Context: an optimization exercise on an open-source flow, tuned for small area and a short achievable clock period. The choices shown serve that exercise and are no tape-out recipe. No functional check of the RTL was part of any run shown here. Power is estimated from default activity; no workload was simulated.

### flow/config.mk
export PLATFORM = sky130hd
export DESIGN_NAME = mac
export DESIGN_NICKNAME = mac
export VERILOG_FILES = /design/flow/design.v
export SDC_FILE = /design/flow/constraint.sdc
export NUM_CORES = 4
export LEC_CHECK = 0
export CAP_MARGIN = 20
export CORE_MARGIN = 2
export CORE_UTILIZATION = 40
export SLEW_MARGIN = 20
export SYNTH_HIERARCHICAL = 1
export SYNTH_MINIMUM_KEEP_SIZE = 0
export SETUP_SLACK_MARGIN = 11
export BUFFER_PORTS_ARGS = -buffer_cell sky130_fd_sc_hd__buf_2
export CTS_ARGS = -sink_clustering_enable -repair_clock_nets -dont_use_dummy_load
### flow/constraint.sdc
create_clock -name core_clock -period 18.0 [get_ports {clk}]
set_input_delay 3.6000 -clock core_clock [delete_from_list [all_inputs] [get_ports {clk}]]
set_output_delay 3.6000 -clock core_clock [all_outputs]
set_load 0.01 [all_outputs]
### flow/design.v
module mac(input clk, input rst, input [15:0] x, input [15:0] y, output [31:0] acc);
reg r0_0;
reg r1_0;
reg r2_0;
reg r3_0;
reg r4_0;
reg r5_0;
reg r6_0;
reg r6_1;
reg r7_0;
reg r7_1;
reg r8_0;
reg r8_1;
reg r9_0;
reg r9_1;
reg r10_0;
reg r10_1;
reg r11_0;
reg r11_1;
reg r12_0;
reg r12_1;
reg r13_0;
reg r13_1;
reg r14_0;
reg r14_1;
reg r15_0;
reg r15_1;
reg r16_0;
reg r16_1;
reg r17_0;
reg r17_1;
reg r18_0;
reg r18_1;
reg r19_0;
reg r19_1;
reg r20_0;
reg r20_1;
reg r21_0;
reg r21_1;
reg r22_0;
reg r22_1;
reg r23_0;
reg r23_1;
reg r24_0;
reg r24_1;
reg r25_0;
reg r25_1;
reg r26_0;
reg r26_1;
reg r27_0;
reg r27_1;
reg r28_0;
reg r28_1;
reg r29_0;
reg r29_1;
reg r30_0;
reg r30_1;
reg r31_0;
reg rci;
wire p1;
wire p2;
wire p3;
wire p4;
wire p5;
wire p6;
wire p7;
wire p8;
wire p9;
wire p10;
wire p11;
wire p12;
wire p13;
wire p14;
wire p15;
wire p16;
wire p17;
wire p18;
wire p19;
wire p20;
wire p21;
wire p22;
wire p23;
wire p24;
wire p25;
wire p26;
wire p27;
wire p28;
wire p29;
wire p30;
wire p31;
wire p32;
wire p33;
wire p34;
wire p35;
wire p36;
wire p37;
wire p38;
wire p39;
wire p40;
wire p41;
wire p42;
wire p43;
wire p44;
wire p45;
wire p46;
wire p47;
wire p48;
wire p49;
wire p50;
wire p51;
wire p52;
wire p53;
wire p54;
wire p55;
wire p56;
wire p57;
wire p58;
wire p59;
wire p60;
wire p61;
wire p62;
wire p63;
wire p64;
wire p65;
wire p66;
wire p67;
wire p68;
wire p69;
wire p70;
wire p71;
wire p72;
wire p73;
wire p74;
wire p75;
wire p76;
wire p77;
wire p78;
wire p79;
wire p80;
wire p81;
wire p82;
wire p83;
wire p84;
wire p85;
wire p86;
wire p87;
wire p88;
wire p89;
wire p90;
wire p91;
wire p92;
wire p93;
wire p94;
wire p95;
wire p96;
wire p97;
wire p98;
wire p99;
wire p100;
wire p101;
wire p102;
wire p103;
wire p104;
wire p105;
wire p106;
wire p107;
wire p108;
wire p109;
wire p110;
wire p111;
wire p112;
wire p113;
wire p114;
wire p115;
wire p116;
wire p117;
wire p118;
wire p119;
wire p120;
wire p121;
wire p122;
wire p123;
wire p124;
wire p125;
wire p126;
wire p127;
wire p128;
wire p129;
wire p130;
wire p131;
wire p132;
wire p133;
wire p134;
wire p135;
wire p136;
wire p137;
wire p138;
wire p139;
wire p140;
wire p141;
wire p142;
wire p143;
wire p144;
wire p145;
wire p146;
wire p147;
wire p148;
wire p149;
wire p150;
wire p151;
wire p152;
wire p153;
wire p154;
wire p155;
wire p156;
wire p157;
wire p158;
wire p159;
wire p160;
wire p161;
wire p162;
wire p163;
wire p164;
wire p165;
wire p166;
wire p167;
wire p168;
wire p169;
wire p170;
wire p171;
wire p172;
wire p173;
wire p174;
wire p175;
wire p176;
wire p177;
wire p178;
wire p179;
wire p180;
wire p181;
wire p182;
wire p183;
wire p184;
wire p185;
wire p186;
wire p187;
wire p188;
wire p189;
wire p190;
wire p191;
wire p192;
wire p193;
wire p194;
wire p195;
wire p196;
wire p197;
wire p198;
wire p199;
wire p200;
wire p201;
wire p202;
wire p203;
wire p204;
wire p205;
wire p206;
wire p207;
wire p208;
wire p209;
wire p210;
wire p211;
wire p212;
wire p213;
wire p214;
wire p215;
wire p216;
wire p217;
wire p218;
wire p219;
wire p220;
wire p221;
wire p222;
wire p223;
wire p224;
wire p225;
wire p226;
wire p227;
wire p228;
wire p229;
wire p230;
wire p231;
wire p232;
wire p233;
wire p234;
wire p235;
wire p236;
wire p237;
wire p238;
wire p239;
wire p240;
wire p241;
wire p242;
wire p243;
wire p244;
wire p245;
wire p246;
wire p247;
wire p248;
wire p249;
wire p250;
wire p251;
wire p252;
wire p253;
wire p254;
wire p255;
wire p256;
wire s257;
wire c258;
wire s259;
wire c260;
wire s261;
wire c262;
wire s263;
wire c264;
wire s265;
wire c266;
wire s267;
wire c268;
wire s269;
wire c270;
wire s271;
wire c272;
wire s273;
wire c274;
wire s275;
wire c276;
wire s277;
wire c278;
wire s279;
wire c280;
wire s281;
wire c282;
wire s283;
wire c284;
wire s285;
wire c286;
wire s287;
wire c288;
wire s289;
wire c290;
wire s291;
wire c292;
wire s293;
wire c294;
wire s295;
wire c296;
wire s297;
wire c298;
wire s299;
wire c300;
wire s301;
wire c302;
wire s303;
wire c304;
wire s305;
wire c306;
wire s307;
wire c308;
wire s309;
wire c310;
wire s311;
wire c312;
wire s313;
wire c314;
wire s315;
wire c316;
wire s317;
wire c318;
wire s319;
wire c320;
wire s321;
wire c322;
wire s323;
wire c324;
wire s325;
wire c326;
wire s327;
wire c328;
wire s329;
wire c330;
wire s331;
wire c332;
wire s333;
wire c334;
wire s335;
wire c336;
wire s337;
wire c338;
wire s339;
wire c340;
wire s341;
wire c342;
wire s343;
wire c344;
wire s345;
wire c346;
wire s347;
wire c348;
wire s349;
wire c350;
wire s351;
wire c352;
wire s353;
wire c354;
wire s355;
wire c356;
wire s357;
wire c358;
wire s359;
wire c360;
wire s361;
wire c362;
wire s363;
wire c364;
wire s365;
wire c366;
wire s367;
wire c368;
wire s369;
wire c370;
wire s371;
wire c372;
wire s373;
wire c374;
wire s375;
wire c376;
wire s377;
wire c378;
wire s379;
wire c380;
wire s381;
wire c382;
wire s383;
wire c384;
wire s385;
wire c386;
wire s387;
wire c388;
wire s389;
wire c390;
wire s391;
wire c392;
wire s393;
wire c394;
wire s395;
wire c396;
wire s397;
wire c398;
wire s399;
wire c400;
wire s401;
wire c402;
wire s403;
wire c404;
wire s405;
wire c406;
wire s407;
wire c408;
wire s409;
wire c410;
wire s411;
wire c412;
wire s413;
wire c414;
wire s415;
wire c416;
wire s417;
wire c418;
wire s419;
wire c420;
wire s421;
wire c422;
wire s423;
wire c424;
wire s425;
wire c426;
wire s427;
wire c428;
wire s429;
wire c430;
wire s431;
wire c432;
wire s433;
wire c434;
wire s435;
wire c436;
wire s437;
wire c438;
wire s439;
wire c440;
wire s441;
wire c442;
wire s443;
wire c444;
wire s445;
wire c446;
wire s447;
wire c448;
wire s449;
wire c450;
wire s451;
wire c452;
wire s453;
wire c454;
wire s455;
wire c456;
wire s457;
wire c458;
wire s459;
wire c460;
wire s461;
wire c462;
wire s463;
wire c464;
wire s465;
wire c466;
wire s467;
wire c468;
wire s469;
wire c470;
wire s471;
wire c472;
wire s473;
wire c474;
wire s475;
wire c476;
wire s477;
wire c478;
wire s479;
wire c480;
wire s481;
wire c482;
wire s483;
wire c484;
wire s485;
wire c486;
wire s487;
wire c488;
wire s489;
wire c490;
wire s491;
wire c492;
wire s493;
wire c494;
wire s495;
wire c496;
wire s497;
wire c498;
wire s499;
wire c500;
wire s501;
wire c502;
wire s503;
wire c504;
wire s505;
wire c506;
wire s507;
wire c508;
wire s509;
wire c510;
wire s511;
wire c512;
wire s513;
wire c514;
wire s515;
wire c516;
wire s517;
wire c518;
wire s519;
wire c520;
wire s521;
wire c522;
wire s523;
wire c524;
wire s525;
wire c526;
wire s527;
wire c528;
wire s529;
wire c530;
wire s531;
wire c532;
wire s533;
wire c534;
wire s535;
wire c536;
wire s537;
wire c538;
wire s539;
wire c540;
wire s541;
wire c542;
wire s543;
wire c544;
wire s545;
wire c546;
wire s547;
wire c548;
wire s549;
wire c550;
wire s551;
wire c552;
wire s553;
wire c554;
wire s555;
wire c556;
wire s557;
wire c558;
wire s559;
wire c560;
wire s561;
wire c562;
wire s563;
wire c564;
wire s565;
wire c566;
wire s567;
wire c568;
wire s569;
wire c570;
wire s571;
wire c572;
wire s573;
wire c574;
wire s575;
wire c576;
wire s577;
wire c578;
wire s579;
wire c580;
wire s581;
wire c582;
wire s583;
wire c584;
wire s585;
wire c586;
wire s587;
wire c588;
wire s589;
wire c590;
wire s591;
wire c592;
wire s593;
wire c594;
wire s595;
wire c596;
wire s597;
wire c598;
wire s599;
wire c600;
wire s601;
wire c602;
wire s603;
wire c604;
wire s605;
wire c606;
wire s607;
wire c608;
wire s609;
wire c610;
wire s611;
wire c612;
wire s613;
wire c614;
wire s615;
wire c616;
wire s617;
wire c618;
wire s619;
wire c620;
wire s621;
wire c622;
wire s623;
wire c624;
wire s625;
wire c626;
wire s627;
wire c628;
wire s629;
wire c630;
wire s631;
wire c632;
wire s633;
wire c634;
wire s635;
wire c636;
wire s637;
wire c638;
wire s639;
wire c640;
wire s641;
wire c642;
wire s643;
wire c644;
wire s645;
wire c646;
wire s647;
wire c648;
wire s649;
wire c650;
wire s651;
wire c652;
wire s653;
wire c654;
wire s655;
wire c656;
wire s657;
wire c658;
wire s659;
wire c660;
wire s661;
wire c662;
wire s663;
wire c664;
wire s665;
wire c666;
wire s667;
wire c668;
wire s669;
wire c670;
wire s671;
wire c672;
wire s673;
wire c674;
wire s675;
wire c676;
wire s677;
wire c678;
wire s679;
wire c680;
wire s681;
wire c682;
wire s683;
wire c684;
wire s685;
wire c686;
wire s687;
wire c688;
wire s689;
wire c690;
wire s691;
wire c692;
wire s693;
wire c694;
wire s695;
wire c696;
wire s697;
wire c698;
wire s699;
wire c700;
wire s701;
wire c702;
wire s703;
wire c704;
wire s705;
wire c706;
wire s707;
wire c708;
wire s709;
wire c710;
wire s711;
wire c712;
wire s713;
wire c714;
wire s715;
wire c716;
wire s717;
wire c718;
wire s719;
wire c720;
wire s721;
wire c722;
wire s723;
wire c724;
wire s725;
wire c726;
wire s727;
wire c728;
wire s729;
wire c730;
wire s731;
wire c732;
wire s733;
wire c734;
wire s735;
wire c736;
wire s737;
wire c738;
wire s739;
wire c740;
wire s741;
wire c742;
wire s743;
wire c744;
wire s745;
wire c746;
wire s747;
wire c748;
wire s749;
wire c750;
wire s751;
wire c752;
wire s753;
wire c754;
wire s755;
wire c756;
wire s757;
wire c758;
wire s759;
wire c760;
wire s761;
wire c762;
wire s763;
wire c764;
wire s765;
wire c766;
wire s767;
wire c768;
wire s769;
wire c770;
wire s771;
wire c772;
wire s773;
wire c774;
wire s775;
wire c776;
wire s777;
wire c778;
wire s779;
wire c780;
wire s781;
wire c782;
wire s783;
wire c784;
wire s785;
wire c786;
wire s787;
wire c788;
wire s789;
wire c790;
wire s791;
wire c792;
wire s793;
wire c794;
wire s795;
wire c796;
wire s797;
wire c798;
wire s799;
wire c800;
wire s801;
wire c802;
wire x803;
wire x804;
assign p1 = ~(x[0] & y[0]);
assign p2 = ~(x[0] & y[1]);
assign p3 = ~(x[0] & y[2]);
assign p4 = ~(x[0] & y[3]);
assign p5 = ~(x[0] & y[4]);
assign p6 = ~(x[0] & y[5]);
assign p7 = ~(x[0] & y[6]);
assign p8 = ~(x[0] & y[7]);
assign p9 = ~(x[0] & y[8]);
assign p10 = ~(x[0] & y[9]);
assign p11 = ~(x[0] & y[10]);
assign p12 = ~(x[0] & y[11]);
assign p13 = ~(x[0] & y[12]);
assign p14 = ~(x[0] & y[13]);
assign p15 = ~(x[0] & y[14]);
assign p16 = ~(x[0] & y[15]);
assign p17 = ~(x[1] & y[0]);
assign p18 = ~(x[1] & y[1]);
assign p19 = ~(x[1] & y[2]);
assign p20 = ~(x[1] & y[3]);
assign p21 = ~(x[1] & y[4]);
assign p22 = ~(x[1] & y[5]);
assign p23 = ~(x[1] & y[6]);
assign p24 = ~(x[1] & y[7]);
assign p25 = ~(x[1] & y[8]);
assign p26 = ~(x[1] & y[9]);
assign p27 = ~(x[1] & y[10]);
assign p28 = ~(x[1] & y[11]);
assign p29 = ~(x[1] & y[12]);
assign p30 = ~(x[1] & y[13]);
assign p31 = ~(x[1] & y[14]);
assign p32 = ~(x[1] & y[15]);
assign p33 = ~(x[2] & y[0]);
assign p34 = ~(x[2] & y[1]);
assign p35 = ~(x[2] & y[2]);
assign p36 = ~(x[2] & y[3]);
assign p37 = ~(x[2] & y[4]);
assign p38 = ~(x[2] & y[5]);
assign p39 = ~(x[2] & y[6]);
assign p40 = ~(x[2] & y[7]);
assign p41 = ~(x[2] & y[8]);
assign p42 = ~(x[2] & y[9]);
assign p43 = ~(x[2] & y[10]);
assign p44 = ~(x[2] & y[11]);
assign p45 = ~(x[2] & y[12]);
assign p46 = ~(x[2] & y[13]);
assign p47 = ~(x[2] & y[14]);
assign p48 = ~(x[2] & y[15]);
assign p49 = ~(x[3] & y[0]);
assign p50 = ~(x[3] & y[1]);
assign p51 = ~(x[3] & y[2]);
assign p52 = ~(x[3] & y[3]);
assign p53 = ~(x[3] & y[4]);
assign p54 = ~(x[3] & y[5]);
assign p55 = ~(x[3] & y[6]);
assign p56 = ~(x[3] & y[7]);
assign p57 = ~(x[3] & y[8]);
assign p58 = ~(x[3] & y[9]);
assign p59 = ~(x[3] & y[10]);
assign p60 = ~(x[3] & y[11]);
assign p61 = ~(x[3] & y[12]);
assign p62 = ~(x[3] & y[13]);
assign p63 = ~(x[3] & y[14]);
assign p64 = ~(x[3] & y[15]);
assign p65 = ~(x[4] & y[0]);
assign p66 = ~(x[4] & y[1]);
assign p67 = ~(x[4] & y[2]);
assign p68 = ~(x[4] & y[3]);
assign p69 = ~(x[4] & y[4]);
assign p70 = ~(x[4] & y[5]);
assign p71 = ~(x[4] & y[6]);
assign p72 = ~(x[4] & y[7]);
assign p73 = ~(x[4] & y[8]);
assign p74 = ~(x[4] & y[9]);
assign p75 = ~(x[4] & y[10]);
assign p76 = ~(x[4] & y[11]);
assign p77 = ~(x[4] & y[12]);
assign p78 = ~(x[4] & y[13]);
assign p79 = ~(x[4] & y[14]);
assign p80 = ~(x[4] & y[15]);
assign p81 = ~(x[5] & y[0]);
assign p82 = ~(x[5] & y[1]);
assign p83 = ~(x[5] & y[2]);
assign p84 = ~(x[5] & y[3]);
assign p85 = ~(x[5] & y[4]);
assign p86 = ~(x[5] & y[5]);
assign p87 = ~(x[5] & y[6]);
assign p88 = ~(x[5] & y[7]);
assign p89 = ~(x[5] & y[8]);
assign p90 = ~(x[5] & y[9]);
assign p91 = ~(x[5] & y[10]);
assign p92 = ~(x[5] & y[11]);
assign p93 = ~(x[5] & y[12]);
assign p94 = ~(x[5] & y[13]);
assign p95 = ~(x[5] & y[14]);
assign p96 = ~(x[5] & y[15]);
assign p97 = ~(x[6] & y[0]);
assign p98 = ~(x[6] & y[1]);
assign p99 = ~(x[6] & y[2]);
assign p100 = ~(x[6] & y[3]);
assign p101 = ~(x[6] & y[4]);
assign p102 = ~(x[6] & y[5]);
assign p103 = ~(x[6] & y[6]);
assign p104 = ~(x[6] & y[7]);
assign p105 = ~(x[6] & y[8]);
assign p106 = ~(x[6] & y[9]);
assign p107 = ~(x[6] & y[10]);
assign p108 = ~(x[6] & y[11]);
assign p109 = ~(x[6] & y[12]);
assign p110 = ~(x[6] & y[13]);
assign p111 = ~(x[6] & y[14]);
assign p112 = ~(x[6] & y[15]);
assign p113 = ~(x[7] & y[0]);
assign p114 = ~(x[7] & y[1]);
assign p115 = ~(x[7] & y[2]);
assign p116 = ~(x[7] & y[3]);
assign p117 = ~(x[7] & y[4]);
assign p118 = ~(x[7] & y[5]);
assign p119 = ~(x[7] & y[6]);
assign p120 = ~(x[7] & y[7]);
assign p121 = ~(x[7] & y[8]);
assign p122 = ~(x[7] & y[9]);
assign p123 = ~(x[7] & y[10]);
assign p124 = ~(x[7] & y[11]);
assign p125 = ~(x[7] & y[12]);
assign p126 = ~(x[7] & y[13]);
assign p127 = ~(x[7] & y[14]);
assign p128 = ~(x[7] & y[15]);
assign p129 = ~(x[8] & y[0]);
assign p130 = ~(x[8] & y[1]);
assign p131 = ~(x[8] & y[2]);
assign p132 = ~(x[8] & y[3]);
assign p133 = ~(x[8] & y[4]);
assign p134 = ~(x[8] & y[5]);
assign p135 = ~(x[8] & y[6]);
assign p136 = ~(x[8] & y[7]);
assign p137 = ~(x[8] & y[8]);
assign p138 = ~(x[8] & y[9]);
assign p139 = ~(x[8] & y[10]);
assign p140 = ~(x[8] & y[11]);
assign p141 = ~(x[8] & y[12]);
assign p142 = ~(x[8] & y[13]);
assign p143 = ~(x[8] & y[14]);
assign p144 = ~(x[8] & y[15]);
assign p145 = ~(x[9] & y[0]);
assign p146 = ~(x[9] & y[1]);
assign p147 = ~(x[9] & y[2]);
assign p148 = ~(x[9] & y[3]);
assign p149 = ~(x[9] & y[4]);
assign p150 = ~(x[9] & y[5]);
assign p151 = ~(x[9] & y[6]);
assign p152 = ~(x[9] & y[7]);
assign p153 = ~(x[9] & y[8]);
assign p154 = ~(x[9] & y[9]);
assign p155 = ~(x[9] & y[10]);
assign p156 = ~(x[9] & y[11]);
assign p157 = ~(x[9] & y[12]);
assign p158 = ~(x[9] & y[13]);
assign p159 = ~(x[9] & y[14]);
assign p160 = ~(x[9] & y[15]);
assign p161 = ~(x[10] & y[0]);
assign p162 = ~(x[10] & y[1]);
assign p163 = ~(x[10] & y[2]);
assign p164 = ~(x[10] & y[3]);
assign p165 = ~(x[10] & y[4]);
assign p166 = ~(x[10] & y[5]);
assign p167 = ~(x[10] & y[6]);
assign p168 = ~(x[10] & y[7]);
assign p169 = ~(x[10] & y[8]);
assign p170 = ~(x[10] & y[9]);
assign p171 = ~(x[10] & y[10]);
assign p172 = ~(x[10] & y[11]);
assign p173 = ~(x[10] & y[12]);
assign p174 = ~(x[10] & y[13]);
assign p175 = ~(x[10] & y[14]);
assign p176 = ~(x[10] & y[15]);
assign p177 = ~(x[11] & y[0]);
assign p178 = ~(x[11] & y[1]);
assign p179 = ~(x[11] & y[2]);
assign p180 = ~(x[11] & y[3]);
assign p181 = ~(x[11] & y[4]);
assign p182 = ~(x[11] & y[5]);
assign p183 = ~(x[11] & y[6]);
assign p184 = ~(x[11] & y[7]);
assign p185 = ~(x[11] & y[8]);
assign p186 = ~(x[11] & y[9]);
assign p187 = ~(x[11] & y[10]);
assign p188 = ~(x[11] & y[11]);
assign p189 = ~(x[11] & y[12]);
assign p190 = ~(x[11] & y[13]);
assign p191 = ~(x[11] & y[14]);
assign p192 = ~(x[11] & y[15]);
assign p193 = ~(x[12] & y[0]);
assign p194 = ~(x[12] & y[1]);
assign p195 = ~(x[12] & y[2]);
assign p196 = ~(x[12] & y[3]);
assign p197 = ~(x[12] & y[4]);
assign p198 = ~(x[12] & y[5]);
assign p199 = ~(x[12] & y[6]);
assign p200 = ~(x[12] & y[7]);
assign p201 = ~(x[12] & y[8]);
assign p202 = ~(x[12] & y[9]);
assign p203 = ~(x[12] & y[10]);
assign p204 = ~(x[12] & y[11]);
assign p205 = ~(x[12] & y[12]);
assign p206 = ~(x[12] & y[13]);
assign p207 = ~(x[12] & y[14]);
assign p208 = ~(x[12] & y[15]);
assign p209 = ~(x[13] & y[0]);
assign p210 = ~(x[13] & y[1]);
assign p211 = ~(x[13] & y[2]);
assign p212 = ~(x[13] & y[3]);
assign p213 = ~(x[13] & y[4]);
assign p214 = ~(x[13] & y[5]);
assign p215 = ~(x[13] & y[6]);
assign p216 = ~(x[13] & y[7]);
assign p217 = ~(x[13] & y[8]);
assign p218 = ~(x[13] & y[9]);
assign p219 = ~(x[13] & y[10]);
assign p220 = ~(x[13] & y[11]);
assign p221 = ~(x[13] & y[12]);
assign p222 = ~(x[13] & y[13]);
assign p223 = ~(x[13] & y[14]);
assign p224 = ~(x[13] & y[15]);
assign p225 = ~(x[14] & y[0]);
assign p226 = ~(x[14] & y[1]);
assign p227 = ~(x[14] & y[2]);
assign p228 = ~(x[14] & y[3]);
assign p229 = ~(x[14] & y[4]);
assign p230 = ~(x[14] & y[5]);
assign p231 = ~(x[14] & y[6]);
assign p232 = ~(x[14] & y[7]);
assign p233 = ~(x[14] & y[8]);
assign p234 = ~(x[14] & y[9]);
assign p235 = ~(x[14] & y[10]);
assign p236 = ~(x[14] & y[11]);
assign p237 = ~(x[14] & y[12]);
assign p238 = ~(x[14] & y[13]);
assign p239 = ~(x[14] & y[14]);
assign p240 = ~(x[14] & y[15]);
assign p241 = ~(x[15] & y[0]);
assign p242 = ~(x[15] & y[1]);
assign p243 = ~(x[15] & y[2]);
assign p244 = ~(x[15] & y[3]);
assign p245 = ~(x[15] & y[4]);
assign p246 = ~(x[15] & y[5]);
assign p247 = ~(x[15] & y[6]);
assign p248 = ~(x[15] & y[7]);
assign p249 = ~(x[15] & y[8]);
assign p250 = ~(x[15] & y[9]);
assign p251 = ~(x[15] & y[10]);
assign p252 = ~(x[15] & y[11]);
assign p253 = ~(x[15] & y[12]);
assign p254 = ~(x[15] & y[13]);
assign p255 = ~(x[15] & y[14]);
assign p256 = ~(x[15] & y[15]);
fa us257 (r0_0, p1, 1'b1, s257, c258);
fa us259 (r1_0, p17, p2, s259, c260);
fa us261 (c258, s259, 1'b1, s261, c262);
fa us263 (r2_0, p18, p3, s263, c264);
fa us265 (p33, c260, s263, s265, c266);
fa us267 (c262, s265, 1'b1, s267, c268);
fa us269 (r3_0, p19, p34, s269, c270);
fa us271 (p4, p49, c264, s271, c272);
fa us273 (s269, c266, s271, s273, c274);
fa us275 (c268, s273, 1'b1, s275, c276);
fa us277 (r4_0, p20, p35, s277, c278);
fa us279 (p5, p50, p65, s279, c280);
fa us281 (c270, s277, s279, s281, c282);
fa us283 (c272, s281, c274, s283, c284);
fa us285 (c276, s283, 1'b1, s285, c286);
fa us287 (r5_0, p21, p36, s287, c288);
fa us289 (p51, p6, p66, s289, c290);
fa us291 (p81, c278, c280, s291, c292);
fa us293 (s287, s289, c282, s293, c294);
fa us295 (s291, s293, c284, s295, c296);
fa us297 (c286, s295, 1'b1, s297, c298);
fa us299 (r6_0, r6_1, rci, s299, c300);
fa us301 (r11_0, r11_1, 1'b1, s301, c302);
fa us303 (r12_0, r12_1, p103, s303, c304);
fa us305 (p118, p13, 1'b1, s305, c306);
fa us307 (r13_0, r13_1, p104, s307, c308);
fa us309 (p119, p134, p14, s309, c310);
fa us311 (p149, p164, 1'b1, s311, c312);
fa us313 (r14_0, r14_1, p105, s313, c314);
fa us315 (p120, p135, p15, s315, c316);
fa us317 (p150, p165, p180, s317, c318);
fa us319 (p195, p210, 1'b1, s319, c320);
fa us321 (r15_0, r15_1, p106, s321, c322);
fa us323 (p121, p136, p151, s323, c324);
fa us325 (p16, p166, p181, s325, c326);
fa us327 (p196, p211, p226, s327, c328);
fa us329 (p241, p31, 1'b1, s329, c330);
fa us331 (r16_0, r16_1, p107, s331, c332);
fa us333 (p122, p137, p152, s333, c334);
fa us335 (p167, p182, p197, s335, c336);
fa us337 (p212, p227, p242, s337, c338);
fa us339 (p32, p47, 1'b1, s339, c340);
fa us341 (r17_0, r17_1, p108, s341, c342);
fa us343 (p123, p138, p153, s343, c344);
fa us345 (p168, p183, p198, s345, c346);
fa us347 (p213, p228, p243, s347, c348);
fa us349 (r18_0, r18_1, p109, s349, c350);
fa us351 (p124, p139, p154, s351, c352);
fa us353 (p169, p184, p199, s353, c354);
fa us355 (r19_0, r19_1, p110, s355, c356);
fa us357 (p125, p140, p155, s357, c358);
fa us359 (r20_0, r20_1, p111, s359, c360);
fa us361 (s299, p22, p37, s361, c362);
fa us363 (p52, p67, p7, s363, c364);
fa us365 (r7_0, r7_1, c300, s365, c366);
fa us367 (p113, p23, p38, s367, c368);
fa us369 (r8_0, r8_1, p114, s369, c370);
fa us371 (p129, p24, p39, s371, c372);
fa us373 (r9_0, r9_1, p10, s373, c374);
fa us375 (p100, p115, p130, s375, c376);
fa us377 (p145, p25, 1'b1, s377, c378);
fa us379 (r10_0, r10_1, p101, s379, c380);
fa us381 (p11, p116, p131, s381, c382);
fa us383 (p146, p161, p26, s383, c384);
fa us385 (p41, p56, 1'b1, s385, c386);
fa us387 (s301, p102, p117, s387, c388);
fa us389 (p12, p132, p147, s389, c390);
fa us391 (p162, p177, p27, s391, c392);
fa us393 (p42, p57, p72, s393, c394);
fa us395 (c302, p133, p148, s395, c396);
fa us397 (p163, p178, p193, s397, c398);
fa us399 (p28, p43, p58, s399, c400);
fa us401 (p73, p88, s303, s401, c402);
fa us403 (p179, p194, p209, s403, c404);
fa us405 (p29, p44, p59, s405, c406);
fa us407 (p74, p89, c304, s407, c408);
fa us409 (c306, s307, s309, s409, c410);
fa us411 (p225, p30, p45, s411, c412);
fa us413 (p60, p75, p90, s413, c414);
fa us415 (c308, c310, c312, s415, c416);
fa us417 (s313, s315, s317, s417, c418);
fa us419 (p46, p61, p76, s419, c420);
fa us421 (p91, c314, c316, s421, c422);
fa us423 (c318, c320, s321, s423, c424);
fa us425 (s323, s325, s327, s425, c426);
fa us427 (p62, p77, p92, s427, c428);
fa us429 (c322, c324, c326, s429, c430);
fa us431 (c328, c330, s331, s431, c432);
fa us433 (s333, s335, s337, s433, c434);
fa us435 (p48, p63, p78, s435, c436);
fa us437 (p93, c332, c334, s437, c438);
fa us439 (c336, c338, c340, s439, c440);
fa us441 (s341, s343, s345, s441, c442);
fa us443 (p214, p229, p244, s443, c444);
fa us445 (p64, p79, p94, s445, c446);
fa us447 (c342, c344, c346, s447, c448);
fa us449 (c348, s349, s351, s449, c450);
fa us451 (p170, p185, p200, s451, c452);
fa us453 (p215, p230, p245, s453, c454);
fa us455 (p80, p95, c350, s455, c456);
fa us457 (c352, c354, s355, s457, c458);
fa us459 (p126, p141, p156, s459, c460);
fa us461 (p171, p186, p201, s461, c462);
fa us463 (p216, p231, p246, s463, c464);
fa us465 (p96, c356, c358, s465, c466);
fa us467 (r21_0, r21_1, p112, s467, c468);
fa us469 (p127, p142, p157, s469, c470);
fa us471 (p172, p187, p202, s471, c472);
fa us473 (p217, p232, p247, s473, c474);
fa us475 (r22_0, r22_1, p128, s475, c476);
fa us477 (p143, p158, p173, s477, c478);
fa us479 (p188, p203, p218, s479, c480);
fa us481 (r23_0, r23_1, p144, s481, c482);
fa us483 (p159, p174, p189, s483, c484);
fa us485 (r24_0, r24_1, p160, s485, c486);
fa us487 (p82, p97, c288, s487, c488);
fa us489 (c290, s361, 1'b1, s489, c490);
fa us491 (s365, p53, p68, s491, c492);
fa us493 (p8, p83, p98, s493, c494);
fa us495 (c362, c364, 1'b1, s495, c496);
fa us497 (c366, p54, p69, s497, c498);
fa us499 (p84, p9, p99, s499, c500);
fa us501 (c368, s369, s371, s501, c502);
fa us503 (p40, p55, p70, s503, c504);
fa us505 (p85, c370, c372, s505, c506);
fa us507 (s373, s375, s377, s507, c508);
fa us509 (p71, p86, c374, s509, c510);
fa us511 (c376, c378, s379, s511, c512);
fa us513 (s381, s383, s385, s513, c514);
fa us515 (p87, c380, c382, s515, c516);
fa us517 (c384, c386, s387, s517, c518);
fa us519 (s389, s391, s393, s519, c520);
fa us521 (c388, c390, c392, s521, c522);
fa us523 (c394, s305, s395, s523, c524);
fa us525 (s397, s399, s401, s525, c526);
fa us527 (c396, c398, c400, s527, c528);
fa us529 (s311, s403, s405, s529, c530);
fa us531 (c402, s407, s409, s531, c532);
fa us533 (c404, c406, s319, s533, c534);
fa us535 (s411, s413, c408, s535, c536);
fa us537 (c410, s415, s417, s537, c538);
fa us539 (c412, c414, s329, s539, c540);
fa us541 (s419, c416, c418, s541, c542);
fa us543 (s421, s423, s425, s543, c544);
fa us545 (c420, s339, s427, s545, c546);
fa us547 (c422, c424, c426, s547, c548);
fa us549 (s429, s431, s433, s549, c550);
fa us551 (c428, s347, s435, s551, c552);
fa us553 (c430, c432, c434, s553, c554);
fa us555 (s437, s439, s441, s555, c556);
fa us557 (c436, s353, s443, s557, c558);
fa us559 (s445, c438, c440, s559, c560);
fa us561 (c442, s447, s449, s561, c562);
fa us563 (c444, c446, s357, s563, c564);
fa us565 (s451, s453, c448, s565, c566);
fa us567 (c450, s455, s457, s567, c568);
fa us569 (c452, c454, s359, s569, c570);
fa us571 (s459, s461, s463, s571, c572);
fa us573 (c456, c458, s465, s573, c574);
fa us575 (c360, c460, c462, s575, c576);
fa us577 (c464, s467, s469, s577, c578);
fa us579 (s471, s473, c466, s579, c580);
fa us581 (p233, p248, c468, s581, c582);
fa us583 (c470, c472, c474, s583, c584);
fa us585 (s475, s477, s479, s585, c586);
fa us587 (p204, p219, p234, s587, c588);
fa us589 (p249, c476, c478, s589, c590);
fa us591 (c480, s481, s483, s591, c592);
fa us593 (p175, p190, p205, s593, c594);
fa us595 (p220, p235, p250, s595, c596);
fa us597 (c482, c484, s485, s597, c598);
fa us599 (r25_0, r25_1, p176, s599, c600);
fa us601 (p191, p206, p221, s601, c602);
fa us603 (p236, p251, c486, s603, c604);
fa us605 (r26_0, r26_1, p192, s605, c606);
fa us607 (p207, p222, p237, s607, c608);
fa us609 (r27_0, r27_1, p208, s609, c610);
fa us611 (s363, c292, s487, s611, c612);
fa us613 (s367, s491, s493, s613, c614);
fa us615 (c488, c490, 1'b1, s615, c616);
fa us617 (c492, c494, s497, s617, c618);
fa us619 (s499, c496, s501, s619, c620);
fa us621 (c498, c500, s503, s621, c622);
fa us623 (c502, s505, s507, s623, c624);
fa us625 (c504, c506, c508, s625, c626);
fa us627 (s509, s511, s513, s627, c628);
fa us629 (c510, c512, c514, s629, c630);
fa us631 (s515, s517, s519, s631, c632);
fa us633 (c516, c518, c520, s633, c634);
fa us635 (s521, s523, s525, s635, c636);
fa us637 (c522, c524, s527, s637, c638);
fa us639 (s529, c526, s531, s639, c640);
fa us641 (c528, c530, s533, s641, c642);
fa us643 (s535, c532, s537, s643, c644);
fa us645 (c534, s539, c536, s645, c646);
fa us647 (c538, s541, s543, s647, c648);
fa us649 (c540, s545, c542, s649, c650);
fa us651 (c544, s547, s549, s651, c652);
fa us653 (c546, s551, c548, s653, c654);
fa us655 (c550, s553, s555, s655, c656);
fa us657 (c552, s557, c554, s657, c658);
fa us659 (s559, c556, s561, s659, c660);
fa us661 (c558, s563, c560, s661, c662);
fa us663 (s565, c562, s567, s663, c664);
fa us665 (c564, s569, s571, s665, c666);
fa us667 (c566, c568, s573, s667, c668);
fa us669 (c570, c572, s575, s669, c670);
fa us671 (s577, c574, s579, s671, c672);
fa us673 (c576, c578, s581, s673, c674);
fa us675 (s583, s585, c580, s675, c676);
fa us677 (s587, c582, c584, s677, c678);
fa us679 (c586, s589, s591, s679, c680);
fa us681 (c588, s593, s595, s681, c682);
fa us683 (c590, c592, s597, s683, c684);
fa us685 (c594, c596, s599, s685, c686);
fa us687 (s601, c598, s603, s687, c688);
fa us689 (p252, c600, c602, s689, c690);
fa us691 (s605, s607, c604, s691, c692);
fa us693 (p223, p238, p253, s693, c694);
fa us695 (c606, c608, s609, s695, c696);
fa us697 (r28_0, r28_1, p224, s697, c698);
fa us699 (p239, p254, c610, s699, c700);
fa us701 (r29_0, r29_1, p240, s701, c702);
fa us703 (s489, c294, 1'b1, s703, c704);
fa us705 (s495, s613, c612, s705, c706);
fa us707 (c614, s617, c616, s707, c708);
fa us709 (c618, s621, c620, s709, c710);
fa us711 (c622, c624, s625, s711, c712);
fa us713 (c626, c628, s629, s713, c714);
fa us715 (c630, c632, s633, s715, c716);
fa us717 (c634, s637, c636, s717, c718);
fa us719 (c638, s641, c640, s719, c720);
fa us721 (c642, s645, c644, s721, c722);
fa us723 (c646, s649, c648, s723, c724);
fa us725 (c650, s653, c652, s725, c726);
fa us727 (c654, s657, c656, s727, c728);
fa us729 (c658, s661, c660, s729, c730);
fa us731 (s665, c662, c664, s731, c732);
fa us733 (c666, s669, c668, s733, c734);
fa us735 (c670, s673, c672, s735, c736);
fa us737 (c674, s677, s679, s737, c738);
fa us739 (s681, c678, c680, s739, c740);
fa us741 (c682, s685, c684, s741, c742);
fa us743 (c686, s689, c688, s743, c744);
fa us745 (s693, c690, s695, s745, c746);
fa us747 (c694, s697, c696, s747, c748);
fa us749 (p255, c698, s701, s749, c750);
fa us751 (r30_0, r30_1, p256, s751, c752);
fa us753 (s611, s703, 1'b1, s753, c754);
fa us755 (s615, c704, s705, s755, c756);
fa us757 (s619, c706, s707, s757, c758);
fa us759 (s623, c708, s709, s759, c760);
fa us761 (s627, c710, s711, s761, c762);
fa us763 (s631, c712, s713, s763, c764);
fa us765 (c714, s715, s635, s765, c766);
fa us767 (c716, s639, s717, s767, c768);
fa us769 (s643, c718, s719, s769, c770);
fa us771 (s647, c720, s721, s771, c772);
fa us773 (s651, c722, s723, s773, c774);
fa us775 (s655, c724, s725, s775, c776);
fa us777 (s659, c726, s727, s777, c778);
fa us779 (s663, c728, s729, s779, c780);
fa us781 (s667, c730, s731, s781, c782);
fa us783 (s671, c732, s733, s783, c784);
fa us785 (s675, c734, s735, s785, c786);
fa us787 (c676, s737, c736, s787, c788);
fa us789 (s683, c738, s739, s789, c790);
fa us791 (s687, c740, s741, s791, c792);
fa us793 (s691, c742, s743, s793, c794);
fa us795 (c692, s745, c744, s795, c796);
fa us797 (s699, c746, s747, s797, c798);
fa us799 (c700, s749, c748, s799, c800);
fa us801 (c702, s751, c750, s801, c802);
assign x803 = ~(r31_0 ^ c752);
assign x804 = ~(x803 ^ c802);
always @(posedge clk) begin
  r0_0 <= rst | s257;
  r1_0 <= rst | s261;
  r2_0 <= rst | s267;
  r3_0 <= rst | s275;
  r4_0 <= rst | s285;
  r5_0 <= rst | s297;
  r6_0 <= rst | c296;
  r6_1 <= rst | s753;
  r7_0 <= rst | c754;
  r7_1 <= rst | s755;
  r8_0 <= rst | c756;
  r8_1 <= rst | s757;
  r9_0 <= rst | c758;
  r9_1 <= rst | s759;
  r10_0 <= rst | c760;
  r10_1 <= rst | s761;
  r11_0 <= rst | c762;
  r11_1 <= rst | s763;
  r12_0 <= rst | c764;
  r12_1 <= rst | s765;
  r13_0 <= rst | c766;
  r13_1 <= rst | s767;
  r14_0 <= rst | c768;
  r14_1 <= rst | s769;
  r15_0 <= rst | c770;
  r15_1 <= rst | s771;
  r16_0 <= rst | c772;
  r16_1 <= rst | s773;
  r17_0 <= rst | c774;
  r17_1 <= rst | s775;
  r18_0 <= rst | c776;
  r18_1 <= rst | s777;
  r19_0 <= rst | c778;
  r19_1 <= rst | s779;
  r20_0 <= rst | c780;
  r20_1 <= rst | s781;
  r21_0 <= rst | c782;
  r21_1 <= rst | s783;
  r22_0 <= rst | c784;
  r22_1 <= rst | s785;
  r23_0 <= rst | c786;
  r23_1 <= rst | s787;
  r24_0 <= rst | s789;
  r24_1 <= rst | c788;
  r25_0 <= rst | c790;
  r25_1 <= rst | s791;
  r26_0 <= rst | c792;
  r26_1 <= rst | s793;
  r27_0 <= rst | c794;
  r27_1 <= rst | s795;
  r28_0 <= rst | s797;
  r28_1 <= rst | c796;
  r29_0 <= rst | c798;
  r29_1 <= rst | s799;
  r30_0 <= rst | s801;
  r30_1 <= rst | c800;
  r31_0 <= rst | x804;
  rci <= rst | c298;
end
assign acc[0] = ~r0_0;
assign acc[1] = ~r1_0;
assign acc[2] = ~r2_0;
assign acc[3] = ~r3_0;
assign acc[4] = ~r4_0;
assign acc[5] = ~r5_0;
wire [25:0] ra = {r31_0, r30_0, r29_0, r28_0, r27_0, r26_0, r25_0, r24_0, r23_0, r22_0, r21_0, r20_0, r19_0, r18_0, r17_0, r16_0, r15_0, r14_0, r13_0, r12_0, r11_0, r10_0, r9_0, r8_0, r7_0, r6_0};
wire [25:0] rb = {1'b1, r30_1, r29_1, r28_1, r27_1, r26_1, r25_1, r24_1, r23_1, r22_1, r21_1, r20_1, r19_1, r18_1, r17_1, r16_1, r15_1, r14_1, r13_1, r12_1, r11_1, r10_1, r9_1, r8_1, r7_1, r6_1};
addn u_add (ra, rb, rci, acc[31:6]);
endmodule
module addn(input [25:0] a, input [25:0] b, input ci, output [25:0] s);
wire [25:0] g, p, c;
pgen u_pg (a, b, g, p);
pfx u_pfx (g, p, ci, c);
assign s = ~(p ^ c);
endmodule
module pgen(input [25:0] a, input [25:0] b, output [25:0] g, output [25:0] p);
assign g = a & b;
assign p = a ^ b;
endmodule
module pfx(input [25:0] g, input [25:0] p, input ci, output [25:0] c);
wire gc0 = g[0] | (p[0] & ci);
wire G1 = g[1] | (p[1] & gc0);
wire G2 = g[3] | (p[3] & g[2]);
wire P2 = p[3] & p[2];
wire G3 = g[5] | (p[5] & g[4]);
wire P3 = p[5] & p[4];
wire G4 = g[7] | (p[7] & g[6]);
wire P4 = p[7] & p[6];
wire G5 = g[9] | (p[9] & g[8]);
wire P5 = p[9] & p[8];
wire G6 = g[11] | (p[11] & g[10]);
wire P6 = p[11] & p[10];
wire G7 = g[13] | (p[13] & g[12]);
wire P7 = p[13] & p[12];
wire G8 = g[15] | (p[15] & g[14]);
wire P8 = p[15] & p[14];
wire G9 = g[17] | (p[17] & g[16]);
wire P9 = p[17] & p[16];
wire G10 = g[19] | (p[19] & g[18]);
wire P10 = p[19] & p[18];
wire G11 = g[21] | (p[21] & g[20]);
wire P11 = p[21] & p[20];
wire G12 = g[23] | (p[23] & g[22]);
wire P12 = p[23] & p[22];
wire G13 = g[25] | (p[25] & g[24]);
wire P13 = p[25] & p[24];
wire G14 = g[2] | (p[2] & G1);
wire G15 = G2 | (P2 & G1);
wire G16 = g[6] | (p[6] & G3);
wire P16 = p[6] & P3;
wire G17 = G4 | (P4 & G3);
wire P17 = P4 & P3;
wire G18 = g[10] | (p[10] & G5);
wire P18 = p[10] & P5;
wire G19 = G6 | (P6 & G5);
wire P19 = P6 & P5;
wire G20 = g[14] | (p[14] & G7);
wire P20 = p[14] & P7;
wire G21 = G8 | (P8 & G7);
wire P21 = P8 & P7;
wire G22 = g[18] | (p[18] & G9);
wire P22 = p[18] & P9;
wire G23 = G10 | (P10 & G9);
wire P23 = P10 & P9;
wire G24 = g[22] | (p[22] & G11);
wire P24 = p[22] & P11;
wire G25 = G12 | (P12 & G11);
wire P25 = P12 & P11;
wire G26 = g[4] | (p[4] & G15);
wire G27 = G3 | (P3 & G15);
wire G28 = G16 | (P16 & G15);
wire G29 = G17 | (P17 & G15);
wire G30 = g[12] | (p[12] & G19);
wire P30 = p[12] & P19;
wire G31 = G7 | (P7 & G19);
wire P31 = P7 & P19;
wire G32 = G20 | (P20 & G19);
wire P32 = P20 & P19;
wire G33 = G21 | (P21 & G19);
wire P33 = P21 & P19;
wire G34 = g[20] | (p[20] & G23);
wire P34 = p[20] & P23;
wire G35 = G11 | (P11 & G23);
wire P35 = P11 & P23;
wire G36 = G24 | (P24 & G23);
wire P36 = P24 & P23;
wire G37 = G25 | (P25 & G23);
wire P37 = P25 & P23;
wire G38 = g[8] | (p[8] & G29);
wire G39 = G5 | (P5 & G29);
wire G40 = G18 | (P18 & G29);
wire G41 = G19 | (P19 & G29);
wire G42 = G30 | (P30 & G29);
wire G43 = G31 | (P31 & G29);
wire G44 = G32 | (P32 & G29);
wire G45 = G33 | (P33 & G29);
wire G46 = g[24] | (p[24] & G37);
wire P46 = p[24] & P37;
wire G47 = G13 | (P13 & G37);
wire P47 = P13 & P37;
wire G48 = g[16] | (p[16] & G45);
wire G49 = G9 | (P9 & G45);
wire G50 = G22 | (P22 & G45);
wire G51 = G23 | (P23 & G45);
wire G52 = G34 | (P34 & G45);
wire G53 = G35 | (P35 & G45);
wire G54 = G36 | (P36 & G45);
wire G55 = G37 | (P37 & G45);
wire G56 = G46 | (P46 & G45);
wire G57 = G47 | (P47 & G45);
assign c[0] = ci;
assign c[1] = gc0;
assign c[2] = G1;
assign c[3] = G14;
assign c[4] = G15;
assign c[5] = G26;
assign c[6] = G27;
assign c[7] = G28;
assign c[8] = G29;
assign c[9] = G38;
assign c[10] = G39;
assign c[11] = G40;
assign c[12] = G41;
assign c[13] = G42;
assign c[14] = G43;
assign c[15] = G44;
assign c[16] = G45;
assign c[17] = G48;
assign c[18] = G49;
assign c[19] = G50;
assign c[20] = G51;
assign c[21] = G52;
assign c[22] = G53;
assign c[23] = G54;
assign c[24] = G55;
assign c[25] = G56;
endmodule
module fa(input a, input b, input c, output s, output co);
assign s = a ^ b ^ c;
assign co = (a & b) | (a & c) | (b & c);
endmodule
### flow/flow/run.sh
#!/bin/bash
# Layout: the standard ORFS flow (standard.sh, standard synthesis), with
#  - timing repair aimed at a setup slack of SETUP_MARGIN ns, so the resizer
#    works on the real critical paths even though the clock period is loose,
#  - port buffers of a small cell (every port still gets its own buffer),
#  - a clock tree without dummy balancing loads.
# Each tool's output goes to standard.log here and ORFS's own logs in orfs/logs.
set -euo pipefail
M=$(cat flow/margin)
cat >> config.mk <<EOC
export SETUP_SLACK_MARGIN = $M
export BUFFER_PORTS_ARGS = -buffer_cell sky130_fd_sc_hd__buf_2
export CTS_ARGS = -sink_clustering_enable -repair_clock_nets -dont_use_dummy_load
EOC
bash standard.sh > standard.log 2>&1
### flow/flow/margin
11
### flow/standard.sh
#!/bin/bash
# synth_recipe.tcl (not shown) runs the flow's synth.tcl, then flattens the netlist and writes it again
# the make line also repeats each setting of config.mk as NAME=value (left out here)
make -C /OpenROAD-flow-scripts/flow DESIGN_CONFIG=/design/flow/config.mk WORK_HOME=/design/flow/orfs CLKGATE_MAP_FILE= SYNTH_SCRIPT=/design/flow/synth_recipe.tcl "${@:-finish}"
==> reports/qor.csv, run 1 <==
metric,value,unit
endpoint_kind,output pin,
peakVddDrop,0.104,mV
fin_total_pwr,1.92,mW
drive_gt1_share,14.4,%
ys.flop_type,dfxtp_1,
grt_pass1_vias,6799,
overflow,0,
yosysWarningCount,7,
powerDensity,191,nW/µm²
die_h,159,µm
port_buffers,65,
antenna_found_initial,0,
grt_pass1_wl,38.2,mm
dieArea,25100,µm²
instances_no_fill,1181,
ys_top_cells_by_count,"fa_1 (273), nand2_1 (261), dfxtp_1 (58)",
diodes,0,
final_antenna_net_count,0,
synth_edf_count,0,
dp_cells,1172,
synth_top_cell_by_area,fa_1,
fp.dieW,159,µm
fin_nets,1197,
hold_violations,0,
fin_skew,10.7,ps
rsz0062_at_grt,no,
critPathLaunchType,flip-flop,
place_hpwl,18.5,mm
syn2layout_area_growth,5.12,%
min_path_type,flip-flop to flip-flop,
timing.fmax,144,MHz
fin_ws,11060,ps
period_minus_slack,6940,ps
max_stage_delay,700,ps
nFillCells,2269,
clkSinkCount,58,
synthArstFlopShare,0,%
avgSynthCellArea,11.0,µm²
gp_congestion,0.832,
initial_core_util,40.7,%
crit_chain,ha_1 -> nand4_1 -> or2_1 -> a211oi_1 -> nor4_1 -> o21ai_1 -> o31a_1 -> xnor2_1 -> buf_2,
path_max_fanout,4,
final_max_slew_viol_count,0,
fin_area,10000,µm²
crit_type,flip-flop to output pin,
worst_pin_slew,883,ps
clkLatencyLatePin,340,ps
synth-seq-cells,58,
wl_per_cell,19.6,µm
htreeDepth,3,
placed_area,9790,µm²
r2r_slack,14380,ps
placementRows,56,
setup_viol,0,
cts_root_buf,clkbuf_16,
cts_setup_buffers,0,
cp.required,14400,ps
cts_made_buffers,9,
vias_per_cell,5.14,
synth_area,9550,µm²
track_usage,20.7,%
synthDominantCellAreaShare,57.2,%
slew-limit-headroom,41.2,%
hold-worst-slack,648,ps
ys_types,36,
cts_tree,built,
netlist_top_cells_area,"fa_1 (57%), dfxtp_1 (12%), nand2_1 (10%)",
crit_arrival,3340,ps
drt_iter0_drc,426,
clockBufferDepth,2,
clk_pin_slew,50,ps
crit_slowest_cell,a211oi_1,
leakage,3.60,nW
wirelength,23.2,mm
syn_inst,865,
tns,0,ps
yosysMostFrequentCell,fa_1,
utilization,42.8,%
ys_seq_area_share,12.2,%
pin_count,66,
fin_crit_sh,38.6,%
cap_viol_max_count,0,
drc,0,
status,finished clean,
dr.pass1.iters,6,
pre_cts_slack,10690,ps
grt_max_degree,59,
vias,6073,
core-area,23500,µm²
-- power breakdown --
| part | internal (mW) | switching, mW |
|---|---|---|
| Clock | 0.0870 | 0.0554 |
| Sequential | 0.195 | 0.0451 |
| Combinational | 0.769 | 0.766 |
| Total | 1.05 | 0.866 |
-- critical path, delay by kind of cell (launching register included) --
kind | cells | cell delay, ps
adder cells (fa/ha/maj) | 1 | 370
flip-flops | 1 | 350
AND/OR/NAND/NOR | 3 | 760
XOR/XNOR | 1 | 120
AO/OA/AOI/OAI | 3 | 1240
buffers and inverters | 1 | 150
-- cell type report --
cell class | count | area [µm²] | share of cell area (%)
multi-input cells | 722 | 7880 | 78.5
flip-flops and latches | 58 | 1160 | 11.6
clock buffers | 9 | 225 | 2.24
well taps | 319 | 399 | 3.98
inverters | 8 | 30.0 | 0.299
repair buffers | 65 | 343 | 3.42
-- Yosys stat by module (local to each module, per instance) --
module  cells inside  times used
mac              450           1
fa                 1         273
pgen              26           1
addn              26           1
pfx               90           1
-- cell families (layout without fill, tap and decap cells) --
group / count (synthesis) / count (layout) / share of synthesized area (%)
and+or+nand+nor: 330 / 330 / 14.8
buffers and inverters: 104 / 82 / 6.30
xor gates and xnor gates: 27 / 27 / 2.62
DFF: 58 / 58 / 12.2
AOI/OAI and AO/OA: 46 / 46 / 3.42
other: 1 / 20 / 0.0393
adders and majority gates: 299 / 299 / 60.6
-- metal layers --
| metal | wire length (µm) | up-vias | global-route usage, % |
|---|---|---|---|
| li1 | - | 2576 | - |
| met1 | 10400 | 3278 | 29.5 |
| met2 | 11300 | 195 | 33.5 |
| met3 | 1110 | 24 | 3.29 |
| met4 | 365 | 0 | 5.28 |
| met5 | 0 | - | 0 |
-- cells in the final DEF (no fill, tap or decap), drive strengths merged --
cell | synthesis | final
or3 | 1 | 1
xnor2 | 26 | 26
a21oi | 9 | 9
nand2 | 261 | 261
a41o | 1 | 1
o21bai | 1 | 1
fa | 273 | 273
inv | 8 | 8
o21ai | 4 | 4
or2 | 58 | 58
clkbuf | 35 | 16
nand2b | 3 | 3
xnor3 | 1 | 1
dfxtp | 58 | 58
a211oi | 1 | 1
a32oi | 1 | 1
buf | 61 | 58
o22a | 1 | 1
a21o | 20 | 20
o22ai | 1 | 1
a31o | 3 | 3
nor2 | 1 | 1
conb | 1 | 20
o21a | 3 | 3
nor4 | 1 | 1
nand4 | 5 | 5
o31a | 1 | 1
ha | 26 | 26
-- worst paths after layout --
path	from	cells after the start	endpoint
max reg2reg	r11_0	7	r13_1
min reg2reg	r31_0	2	r31_0
max	r18_0	9	acc[31]
min	r31_0	2	r31_0
-- timing repair --
item	4_1_cts	5_1_grt
setup endpoints to repair	0	6
resized for setup	0	7
hold buffers	0	0
==> run 2, diff against run 1 <==
==> flow/flow/margin (replaced) <==
11.5
--- a/flow/config.mk
+++ b/flow/config.mk
@@ -12,5 +12,5 @@
 export SYNTH_HIERARCHICAL = 1
 export SYNTH_MINIMUM_KEEP_SIZE = 0
-export SETUP_SLACK_MARGIN = 11
+export SETUP_SLACK_MARGIN = 11.5
 export BUFFER_PORTS_ARGS = -buffer_cell sky130_fd_sc_hd__buf_2
 export CTS_ARGS = -sink_clustering_enable -repair_clock_nets -dont_use_dummy_load
==> run 2 against run 1 <==
  * Sequential share of layout area shrank 1.5 points
  * Critical path depth is the same
  * Clock skew increased by 4.2 ps
  * Area after synthesis is the same
  * Final cell count rose by 5.8%
  * Critical path type is now input pin to flip-flop
  * Largest cell class unchanged
==> reports/qor.csv, run 2 <==
metric,value,unit
status,finished clean,
syn2layout_area_growth,20.7,%
final_antenna_net_count,0,
leakage,4.18,nW
peakVddDrop,0.117,mV
htreeDepth,3,
synth_xor_area_share,2.62,%
top_layer_used,met4,
dieArea,25100,µm²
crit_top_cell,fa_2,
crit_chain,buf_12 -> nand2_1 -> fa_2 -> fa_1 -> fa_2 -> fa_2 -> fa_2 -> fa_2 -> or2_2,
crit_slowest_cell,fa_1,
met1Wirelength,10.6,mm
setup_viol,0,
clkLatencyLatePin,350,ps
fin_skew,14.9,ps
synth_top_cell_by_area,fa_1,
wl_met2,12.7,mm
diodes,0,
cap_viol_max_count,0,
clockBufferDepth,2,
crit_arrival,6910,ps
synthArstFlopShare,0,%
synth_edf_count,0,
clkSinkCount,58,
r2r-end,r18_1,
p_sw,938,µW
hold_violations,0,
rsz0062_at_grt,yes,
syn_inst,865,
critPathLaunchType,input pin,
grt_pass1_wl,40.5,mm
drc,0,
vias_per_cell,5.13,
place_hpwl,18.6,mm
port_buffers,65,
initial_core_util,40.7,%
core-area,23500,µm²
ctsHoldBuffers,0,
dr_wl_met3,1.97,mm
yosysWarningCount,7,
clk_pin_slew,60,ps
cts_tree,built,
slew-limit-headroom,39.0,%
vias,6417,
r2r_start,r17_1,
cp.required,18220,ps
ys_top_cells_by_count,"fa_1 (273), nand2_1 (261), dfxtp_1 (58)",
crit_path_end,r18_1,
cellInternalPower,1.17,mW
pin_count,66,
worst_pin_slew,914,ps
drive_gt1_share,33.3,%
avgSynthCellArea,11.0,µm²
synth_area,9550,µm²
setup.worst_path.start,x[11],
wirelength,25.7,mm
cts_root_buf,clkbuf_16,
gp_congestion,0.814,
netlist_top_cells_area,"fa_1 (57%), dfxtp_1 (12%), nand2_1 (10%)",
timing.fmax,149,MHz
dr.pass1.iters,5,
ys_seq_area_share,12.2,%
r2r_slack,14390,ps
track_usage,22.0,%
reg2reg_depth,7,
synth_compound_area_share,3.42,%
final_max_slew_viol_count,0,
antenna_found_initial,0,
cts_made_buffers,9,
comb_power_share,81.6,%
crit_type,input pin to flip-flop,
fin_crit_sh,37.2,%
drt_iter0_drc,462,
max_stage_delay,590,ps
final_cell_mix,"nand2_1 (232), fa_1 (186), fa_2 (87), buf_4 (58), dfxtp_1 (57)",
seqPwrFrac,11.5,%
grt_pass1_vias,7262,
wl_per_cell,20.6,µm
synth-seq-cells,58,
ys.flop_type,dfxtp_1,
cp.depth,9,
tns,0,ps
path_delay_family,adder cells,
pwr-share-clk,6.9,%
fin_area,11500,µm²
min_path_type,flip-flop to flip-flop,
fp.dieW,159,µm
period_minus_slack,6690,ps
synth_top_family_by_area,adder cells,
fin_total_pwr,2.11,mW
synthDominantCellAreaShare,57.2,%
swShare,44.4,%
final_common_cell,nand2_1,
grt_max_degree,59,
synthMuxAreaShare,0,%
yosysMostFrequentCell,fa_1,
fin_nets,1266,
synth-simple-area-share,14.8,%
placed_area,9950,µm²
ys_types,36,
powerDensity,183,nW/µm²
placementRows,56,
synth_fa_ha_area_share,60.6,%
path_max_fanout,8,
crit_buf_inv,1,
overflow,0,
die_h,159,µm
endpoint_kind,flip-flop,
[run 2: cell types whose count changed in the layout (fill, tap and decap cells not counted), moves of 3 or more]
| cell | change |
|---|---|
| buf_12 | +16 |
| buf_16 | +11 |
| buf_2 | -25 |
| buf_4 | +58 |
| buf_6 | +7 |
| buf_8 | +4 |
| clkbuf_4 | -3 |
| fa_1 | -78 |
| fa_2 | +78 |
| nand2_1 | -29 |
| nand2_2 | +19 |
| nand2_4 | +10 |
| or2_2 | -4 |
| or2_4 | +5 |
[run 2: power by group through the flow]
stage	Clock [mW]	Sequential, mW	Combinational (mW)
global route	0.155	0.251	1.98
floorplan	0	0.232	1.27
detailed placement	0	0.245	1.62
global placement	0	0.245	1.60
finish	0.146	0.243	1.72
CTS	0.150	0.243	1.70
[run 2: per-module statistics from Yosys (local to each module, per instance)]
| module | copies in the design | cell area, µm² | flops+latches | cells inside |
|---|---|---|---|---|
| addn | 1 | 228 | 0 | 26 |
| fa | 273 | 20.0 | 0 | 1 |
| mac | 1 | 2910 | 58 | 450 |
| pfx | 1 | 619 | 0 | 90 |
| pgen | 1 | 325 | 0 | 26 |
[run 2: through the flow]
| step | setup slack (ps) | utilization, % | instances | hold WS, ps |
|---|---|---|---|---|
| after floorplan | 11020 | - | 884 | 619 |
| after global placement | 10750 | 42.4 | 1172 | 638 |
| after detailed placement | 10680 | 42.4 | 1172 | 638 |
| after CTS | 11360 | 47.3 | 1225 | 649 |
| after global routing | 11270 | 49.1 | 1250 | 674 |
| final | 11310 | 49.1 | 1250 | 643 |
[run 2: layout make-up]
type | instances | area, µm²
well taps | 319 | 399
clock buffers | 9 | 225
inverters | 8 | 30.0
multi-input cells | 722 | 8290
fillers | 2083 | 12000
repair buffers | 134 | 1420
flip-flops and latches | 58 | 1160
[run 2: logic make-up after synthesis]
group	count (synthesis)
adders and majority gates	299
xor gates and xnor gates	27
DFF	58
other	1
buffers and inverters	104
and+or+nand+nor	330
AOI/OAI and AO/OA	46
[run 2: worst min path at each step]
stage	from	to	cells after the start
global route	r31_0	r31_0	2
global placement	r31_0	r31_0	2
finish	r31_0	r31_0	2
CTS	r31_0	r31_0	2
floorplan	r31_0	r31_0	2
detailed placement	r31_0	r31_0	2
[run 2: worst register-to-register path, cell delays in order, from the launching register on]
cell and delay, ps:
dfxtp_1 400, fa_2 500, fa_1 540, fa_2 460, fa_2 350, fa_2 540, fa_2 430, or2_2 280
[run 2: repair_timing]
action,CTS,global route
buffers inserted,44,24
gates cloned,0,1
endpoints found under the setup margin,33,32
pin swaps,27,41
resized for setup,157,55
[run 2: routing by layer]
metal	GRT usage, %	vias up
met2	36.1	263
met3	4.14	30
met5	0	-
met4	6.52	0
met1	30.1	3407
li1	-	2717

-- static timing again, ports no longer ideal --
Ports are ideal in the flow. The routed layouts listed here were re-timed in OpenROAD.
Step 1 sets driving cells, clkbuf_16 on the clock port and buf_2 on the other inputs (assumed; they add their load-dependent delay and slew).
Step 2 times the ports against the registers' clock, not the clock port: input delays grow and output delays shrink by t, the midpoint of the rising clock arrivals with the driver on.
Slacks: ideal / step 1 / step 2; pairs: ideal / step 1.
| run | shift t [ns] | setup slack, ns | cell pins on the clock port's net |
|---|---|---|---|
| run 1 | 0.382 | 11.058 / 11.015 / 10.686 | 1 |
| run 2 | 0.385 | 11.309 / 11.194 / 10.810 | 1 |
After both steps every run listed still meets setup and hold. For run 2, which loses most, drivers alone change the setup slack by -0.115 ns; drivers and shift together by -0.499 ns.
